From an optimization exercise on the open Yosys and OpenROAD flow, aimed at small area; shortcuts taken in it are not production practice. In this exercise RTL edits were held to simulation tests only and were not proved equivalent to the original. Power figures rest on the tool's default switching activity, not on a simulated workload.

==> job 1893: inputs <==
==> flow/design.v (excerpt) <==
module Cajero(input Clk, Reset,
              input TARJETA_RECIBIDA, TIPO_TRANS,
              input [15:0] PIN,
              input DIGITO_STB, MONTO_STB,
              input [3:0] DIGITO,
              input [31:0] MONTO,
              input [63:0] BALANCE_INICIAL,
              output [63:0] BALANCE,
              output BALANCE_ACTUALIZADO, ENTREGAR_DINERO,
              output PIN_INCORRECTO, ADVERTENCIA, BLOQUEO, FONDOS_INSUFICIENTES);
    localparam S_IDLE = 3'd0, S_WAIT = 3'd1, S_AUTH = 3'd2, S_BLK = 3'd3,
               S_DEP  = 3'd4, S_WD   = 3'd5, S_NF   = 3'd6;
    reg [2:0]  st, nst;
    reg [2:0]  cnt, ncnt;       
    reg [1:0]  att, natt;       
    reg [31:0] amtn;            
    wire auth = (st == S_AUTH);
    wire sub  = (st == S_WD);
    wire inv_hi = auth | sub;   
    always @(posedge Clk, negedge Reset)
        if (~Reset) st <= S_IDLE;
        else        st <= nst;
    always @(posedge Clk) begin
        cnt <= ncnt;
        att <= natt;
    end
    wire [31:16] yn;            
    wire [15:0] y;              
    wire [15:0] dmux;           
    wire [15:0] eqb;            
    always @(posedge Clk) begin
        amtn[31:16] <= yn;
        if (auth | DIGITO_STB) amtn[15:0] <= dmux;
    end
    Cajero_xor2 u_y0 (.a(MONTO[0]), .b(TIPO_TRANS), .y(y[0]));
    Cajero_mux2i u_d0 (.s(auth), .a0(DIGITO[0]), .a1(y[0]), .y(dmux[0]));
    Cajero_xor2 u_e0 (.a(amtn[0]), .b(PIN[0]), .y(eqb[0]));
    Cajero_xor2 u_y1 (.a(MONTO[1]), .b(TIPO_TRANS), .y(y[1]));
    Cajero_mux2i u_d1 (.s(auth), .a0(DIGITO[1]), .a1(y[1]), .y(dmux[1]));
    Cajero_xor2 u_e1 (.a(amtn[1]), .b(PIN[1]), .y(eqb[1]));
    Cajero_xor2 u_y2 (.a(MONTO[2]), .b(TIPO_TRANS), .y(y[2]));
    Cajero_mux2i u_d2 (.s(auth), .a0(DIGITO[2]), .a1(y[2]), .y(dmux[2]));
    Cajero_xor2 u_e2 (.a(amtn[2]), .b(PIN[2]), .y(eqb[2]));
    Cajero_xor2 u_y3 (.a(MONTO[3]), .b(TIPO_TRANS), .y(y[3]));
    Cajero_mux2i u_d3 (.s(auth), .a0(DIGITO[3]), .a1(y[3]), .y(dmux[3]));
    Cajero_xor2 u_e3 (.a(amtn[3]), .b(PIN[3]), .y(eqb[3]));
    Cajero_xor2 u_y4 (.a(MONTO[4]), .b(TIPO_TRANS), .y(y[4]));
    Cajero_mux2i u_d4 (.s(auth), .a0(amtn[0]), .a1(y[4]), .y(dmux[4]));
    Cajero_xnor2 u_e4 (.a(amtn[4]), .b(PIN[4]), .y(eqb[4]));
    Cajero_xor2 u_y5 (.a(MONTO[5]), .b(TIPO_TRANS), .y(y[5]));
    Cajero_mux2i u_d5 (.s(auth), .a0(amtn[1]), .a1(y[5]), .y(dmux[5]));
  ...
export LEC_CHECK = 0
export CAP_MARGIN = 20
export CORE_MARGIN = 2
export CORE_UTILIZATION = 40
export SLEW_MARGIN = 20
create_clock -name core_clock -period 8.0 [get_ports {Clk}]
standard.sh (not shown) runs the stock make flow with config.mk's settings and CLKGATE_MAP_FILE= SYNTH_SCRIPT=/design/flow/synth_recipe.tcl, a recipe that flattens the netlist after the stock synthesis.
==> flow/flow/run.sh <==
#!/bin/bash
set -euo pipefail
W=$(pwd)
bash standard.sh "SYNTH_SCRIPT=$W/flow/synth_area.tcl" \
  "BUFFER_PORTS_ARGS=-buffer_cell sky130_fd_sc_hd__buf_1" \
  "CTS_ARGS=-sink_clustering_enable -repair_clock_nets -buf_list sky130_fd_sc_hd__clkbuf_8 -dont_use_dummy_load" \
  finish > "$W/flow_make.log" 2>&1
==> flow/flow/leafmap.v <==
// Maps the design's one-gate modules (Cajero_<gate>) to the library gate of the same function.
module Cajero_xor2  (input a, b, output y);          sky130_fd_sc_hd__xor2_1  _TECHMAP_REPLACE_ (.A(a), .B(b), .X(y)); endmodule
module Cajero_xnor2 (input a, b, output y);          sky130_fd_sc_hd__xnor2_1 _TECHMAP_REPLACE_ (.A(a), .B(b), .Y(y)); endmodule
module Cajero_nand2 (input a, b, output y);          sky130_fd_sc_hd__nand2_1 _TECHMAP_REPLACE_ (.A(a), .B(b), .Y(y)); endmodule
module Cajero_nor2  (input a, b, output y);          sky130_fd_sc_hd__nor2_1  _TECHMAP_REPLACE_ (.A(a), .B(b), .Y(y)); endmodule
module Cajero_and2  (input a, b, output y);          sky130_fd_sc_hd__and2_1  _TECHMAP_REPLACE_ (.A(a), .B(b), .X(y)); endmodule
module Cajero_mux2i (input s, a0, a1, output y);     sky130_fd_sc_hd__mux2i_1 _TECHMAP_REPLACE_ (.S(s), .A0(a0), .A1(a1), .Y(y)); endmodule
module Cajero_a21oi (input a1, a2, b1, output y);    sky130_fd_sc_hd__a21oi_1 _TECHMAP_REPLACE_ (.A1(a1), .A2(a2), .B1(b1), .Y(y)); endmodule
module Cajero_o21ai (input a1, a2, b1, output y);    sky130_fd_sc_hd__o21ai_0 _TECHMAP_REPLACE_ (.A1(a1), .A2(a2), .B1(b1), .Y(y)); endmodule
module Cajero_a21o  (input a1, a2, b1, output y);    sky130_fd_sc_hd__a21o_1  _TECHMAP_REPLACE_ (.A1(a1), .A2(a2), .B1(b1), .X(y)); endmodule
module Cajero_a31o  (input a1, a2, a3, b1, output y); sky130_fd_sc_hd__a31o_1 _TECHMAP_REPLACE_ (.A1(a1), .A2(a2), .A3(a3), .B1(b1), .X(y)); endmodule
module Cajero_and4  (input a, b, c, d, output y);    sky130_fd_sc_hd__and4_1  _TECHMAP_REPLACE_ (.A(a), .B(b), .C(c), .D(d), .X(y)); endmodule
module Cajero_nor4  (input a, b, c, d, output y);    sky130_fd_sc_hd__nor4_1  _TECHMAP_REPLACE_ (.A(a), .B(b), .C(c), .D(d), .Y(y)); endmodule
module Cajero_and4bb(input a_n, b_n, c, d, output y); sky130_fd_sc_hd__and4bb_1 _TECHMAP_REPLACE_ (.A_N(a_n), .B_N(b_n), .C(c), .D(d), .X(y)); endmodule
Other scripts of this flow, unchanged in this note and not shown: flow/flow/abc_amap.script, flow/flow/synth_area.tcl
==> inputs of job 8678, as changes to job 1893 <==
--- a/flow/design.v
+++ b/flow/design.v
@@ -18,35 +18,34 @@
               input [3:0] DIGITO,
               input [31:0] MONTO,
               input [63:0] BALANCE_INICIAL,
               output [63:0] BALANCE,
               output BALANCE_ACTUALIZADO, ENTREGAR_DINERO,
               output PIN_INCORRECTO, ADVERTENCIA, BLOQUEO, FONDOS_INSUFICIENTES);
-    localparam S_IDLE = 3'd0, S_WAIT = 3'd1, S_AUTH = 3'd2, S_BLK = 3'd3,
-               S_DEP  = 3'd4, S_WD   = 3'd5, S_NF   = 3'd6;
+    localparam S_IDLE = 3'b000, S_WAIT = 3'b001, S_AUTH = 3'b011, S_BLK = 3'b010,
+               S_DEP  = 3'b110, S_WD   = 3'b111, S_NF   = 3'b101;
     reg [2:0]  st, nst;
-    reg [2:0]  cnt, ncnt;       
-    reg [1:0]  att, natt;       
     reg [31:0] amtn;            
+    wire [2:0] cnt = amtn[18:16];   
+    wire [1:0] att = amtn[20:19];   
+    reg  [2:0] ncnt;
+    reg  [1:0] natt;
     wire auth = (st == S_AUTH);
     wire sub  = (st == S_WD);
     wire inv_hi = auth | sub;   
     always @(posedge Clk, negedge Reset)
         if (~Reset) st <= S_IDLE;
         else        st <= nst;
-    always @(posedge Clk) begin
-        cnt <= ncnt;
-        att <= natt;
-    end
-    wire [31:16] yn;            
-    wire [15:0] y;              
-    wire [15:0] dmux;           
+    wire [31:21] yn;            
+    wire [20:0] y;              
+    wire [20:0] dmux;           
     wire [15:0] eqb;            
+    wire [20:16] nctr = ~{natt, ncnt};
     always @(posedge Clk) begin
-        amtn[31:16] <= yn;
-        if (auth | DIGITO_STB) amtn[15:0] <= dmux;
+        amtn[31:16] <= {yn, dmux[20:16]};
+        if (auth | DIGITO_STB) amtn[15:0] <= dmux[15:0];
     end
     Cajero_xor2 u_y0 (.a(MONTO[0]), .b(TIPO_TRANS), .y(y[0]));
     Cajero_mux2i u_d0 (.s(auth), .a0(DIGITO[0]), .a1(y[0]), .y(dmux[0]));
     Cajero_xor2 u_e0 (.a(amtn[0]), .b(PIN[0]), .y(eqb[0]));
     Cajero_xor2 u_y1 (.a(MONTO[1]), .b(TIPO_TRANS), .y(y[1]));
     Cajero_mux2i u_d1 (.s(auth), .a0(DIGITO[1]), .a1(y[1]), .y(dmux[1]));
@@ -90,17 +89,22 @@
     Cajero_xor2 u_y14 (.a(MONTO[14]), .b(TIPO_TRANS), .y(y[14]));
     Cajero_mux2i u_d14 (.s(auth), .a0(amtn[10]), .a1(y[14]), .y(dmux[14]));
     Cajero_xnor2 u_e14 (.a(amtn[14]), .b(PIN[14]), .y(eqb[14]));
     Cajero_xor2 u_y15 (.a(MONTO[15]), .b(TIPO_TRANS), .y(y[15]));
     Cajero_mux2i u_d15 (.s(auth), .a0(amtn[11]), .a1(y[15]), .y(dmux[15]));
     Cajero_xnor2 u_e15 (.a(amtn[15]), .b(PIN[15]), .y(eqb[15]));
-    Cajero_xnor2 u_y16 (.a(MONTO[16]), .b(TIPO_TRANS), .y(yn[16]));
-    Cajero_xnor2 u_y17 (.a(MONTO[17]), .b(TIPO_TRANS), .y(yn[17]));
-    Cajero_xnor2 u_y18 (.a(MONTO[18]), .b(TIPO_TRANS), .y(yn[18]));
-    Cajero_xnor2 u_y19 (.a(MONTO[19]), .b(TIPO_TRANS), .y(yn[19]));
-    Cajero_xnor2 u_y20 (.a(MONTO[20]), .b(TIPO_TRANS), .y(yn[20]));
+    Cajero_xor2 u_y16 (.a(MONTO[16]), .b(TIPO_TRANS), .y(y[16]));
+    Cajero_mux2i u_d16 (.s(auth), .a0(nctr[16]), .a1(y[16]), .y(dmux[16]));
+    Cajero_xor2 u_y17 (.a(MONTO[17]), .b(TIPO_TRANS), .y(y[17]));
+    Cajero_mux2i u_d17 (.s(auth), .a0(nctr[17]), .a1(y[17]), .y(dmux[17]));
+    Cajero_xor2 u_y18 (.a(MONTO[18]), .b(TIPO_TRANS), .y(y[18]));
+    Cajero_mux2i u_d18 (.s(auth), .a0(nctr[18]), .a1(y[18]), .y(dmux[18]));
+    Cajero_xor2 u_y19 (.a(MONTO[19]), .b(TIPO_TRANS), .y(y[19]));
+    Cajero_mux2i u_d19 (.s(auth), .a0(nctr[19]), .a1(y[19]), .y(dmux[19]));
+    Cajero_xor2 u_y20 (.a(MONTO[20]), .b(TIPO_TRANS), .y(y[20]));
+    Cajero_mux2i u_d20 (.s(auth), .a0(nctr[20]), .a1(y[20]), .y(dmux[20]));
     Cajero_xnor2 u_y21 (.a(MONTO[21]), .b(TIPO_TRANS), .y(yn[21]));
     Cajero_xnor2 u_y22 (.a(MONTO[22]), .b(TIPO_TRANS), .y(yn[22]));
     Cajero_xnor2 u_y23 (.a(MONTO[23]), .b(TIPO_TRANS), .y(yn[23]));
     Cajero_xnor2 u_y24 (.a(MONTO[24]), .b(TIPO_TRANS), .y(yn[24]));
     Cajero_xnor2 u_y25 (.a(MONTO[25]), .b(TIPO_TRANS), .y(yn[25]));
     Cajero_xnor2 u_y26 (.a(MONTO[26]), .b(TIPO_TRANS), .y(yn[26]));
==> flow/flow/leafmap.v (replaced) <==
// Maps the design's one-gate modules (Cajero_<gate>) to the library gate of the same function.
module Cajero_xor2  (input a, b, output y);          sky130_fd_sc_hd__xor2_1  _TECHMAP_REPLACE_ (.A(a), .B(b), .X(y)); endmodule
module Cajero_xnor2 (input a, b, output y);          sky130_fd_sc_hd__xnor2_1 _TECHMAP_REPLACE_ (.A(a), .B(b), .Y(y)); endmodule
module Cajero_nand2 (input a, b, output y);          sky130_fd_sc_hd__nand2_1 _TECHMAP_REPLACE_ (.A(a), .B(b), .Y(y)); endmodule
module Cajero_nor2  (input a, b, output y);          sky130_fd_sc_hd__nor2_1  _TECHMAP_REPLACE_ (.A(a), .B(b), .Y(y)); endmodule
module Cajero_and2  (input a, b, output y);          sky130_fd_sc_hd__and2_1  _TECHMAP_REPLACE_ (.A(a), .B(b), .X(y)); endmodule
module Cajero_mux2i (input s, a0, a1, output y);     sky130_fd_sc_hd__mux2i_1 _TECHMAP_REPLACE_ (.S(s), .A0(a0), .A1(a1), .Y(y)); endmodule
module Cajero_a21oi (input a1, a2, b1, output y);    sky130_fd_sc_hd__a21oi_1 _TECHMAP_REPLACE_ (.A1(a1), .A2(a2), .B1(b1), .Y(y)); endmodule
module Cajero_o21ai (input a1, a2, b1, output y);    sky130_fd_sc_hd__o21ai_1 _TECHMAP_REPLACE_ (.A1(a1), .A2(a2), .B1(b1), .Y(y)); endmodule
module Cajero_a21o  (input a1, a2, b1, output y);    sky130_fd_sc_hd__a21o_1  _TECHMAP_REPLACE_ (.A1(a1), .A2(a2), .B1(b1), .X(y)); endmodule
module Cajero_a31o  (input a1, a2, a3, b1, output y); sky130_fd_sc_hd__a31o_1 _TECHMAP_REPLACE_ (.A1(a1), .A2(a2), .A3(a3), .B1(b1), .X(y)); endmodule
module Cajero_and4  (input a, b, c, d, output y);    sky130_fd_sc_hd__and4_1  _TECHMAP_REPLACE_ (.A(a), .B(b), .C(c), .D(d), .X(y)); endmodule
module Cajero_nor4  (input a, b, c, d, output y);    sky130_fd_sc_hd__nor4_1  _TECHMAP_REPLACE_ (.A(a), .B(b), .C(c), .D(d), .Y(y)); endmodule
module Cajero_and4bb(input a_n, b_n, c, d, output y); sky130_fd_sc_hd__and4bb_1 _TECHMAP_REPLACE_ (.A_N(a_n), .B_N(b_n), .C(c), .D(d), .X(y)); endmodule
==> flow/config.mk (replaced) <==
export PLATFORM = sky130hd
export DESIGN_NAME = Cajero
export DESIGN_NICKNAME = Cajero
export VERILOG_FILES = /design/flow/design.v
export SDC_FILE = /design/flow/constraint.sdc
export NUM_CORES = 4
export LEC_CHECK = 0
export CAP_MARGIN = 20
export CORE_MARGIN = 2
export CORE_UTILIZATION = 65
export PLACE_DENSITY = 0.85
export SLEW_MARGIN = 20
==> summary of the runs <==
Wire length: job 1893 is higher than job 8678 (about 1.6%). Of job 8678 and job 1893, job 1893 has the higher clock skew (gap 0.011 ns). Against job 8678, the die area of job 1893 is higher by 61%. In job 1893 the combinational power is lower than in job 8678, by 64%. Against job 8678, the sequential power of job 1893 is lower by 8.3%. Against job 1893, the via count of job 8678 is larger by 2.7%. Against job 8678, the cell count of job 1893 is larger by 8.1%. Between job 1893 and job 8678, the lower critical path depth is in job 1893 (gap 13).
==> figures <==
| metric | job 1893 | job 8678 |
|---|---|---|
| Status | timing/DRC/antenna clean | timing/DRC/antenna clean |
| Combinational gate power | 0.323 mW | 0.895 mW |
| Number of register bits inferred by synthesis | 40 | 35 |
| Multiplexer area fraction after synthesis | 0.120 | 0.134 |
| Proportion of layout cells with a drive suffix above 1 | 0.0266 | 0.0208 |
| Hold path start | cnt[1] | amtn[19] |
| FF+latch area | 976 sq um | 876 sq um |
| Synthesized area | 4000 sq um | 3950 sq um |
| Power density over cell area | 140 nW/um^2 | 264 nW/um^2 |
| Number of DRC markers in iteration 0 | 100 | 145 |
| Post-synthesis simple-gate area fraction | 0.145 | 0.151 |
| Final sequential cell count | 40 | 35 |
| Tapcell count | 133 | 75 |
| Hold WS | 0.488 ns | 0.603 ns |
| Non-Filler Instances | 810 | 749 |
| Static power due to leakage | 1.73 nW | 1.69 nW |
| Post-synthesis xor/xnor area fraction | 0.390 | 0.395 |
| Seq pwr | 0.255 mW | 0.278 mW |

-- separate check: timing with driven ports --
The results above use ideal ports. As a check the final layouts listed here were re-extracted and re-timed, cells and wires unchanged. Step 1 sets driving cells, clkbuf_16 on the clock port and buf_2 on the other inputs (assumed; they add their load-dependent delay and slew). Step 2 moves the port delays by t, midway between the first and last clock arrival at a register: inputs arrive t later, outputs are due t later. That takes back most of the time a late clock gives input paths. Three values: no drivers, after step 1, after step 2; two values: the first two.
run | t, ns | setup slack, ns | worst register clock-pin slew, ns
job 1893 | 0.316 | 0.580 / 0.549 / 0.549 | 0.09 / 0.09
job 8678 | 0.307 | 0.529 / 0.506 / 0.506 | 0.07 / 0.07
After both steps every run listed still meets setup and hold. For job 1893, which loses most, drivers alone change the setup slack by -0.031 ns; drivers and shift together by -0.031 ns.
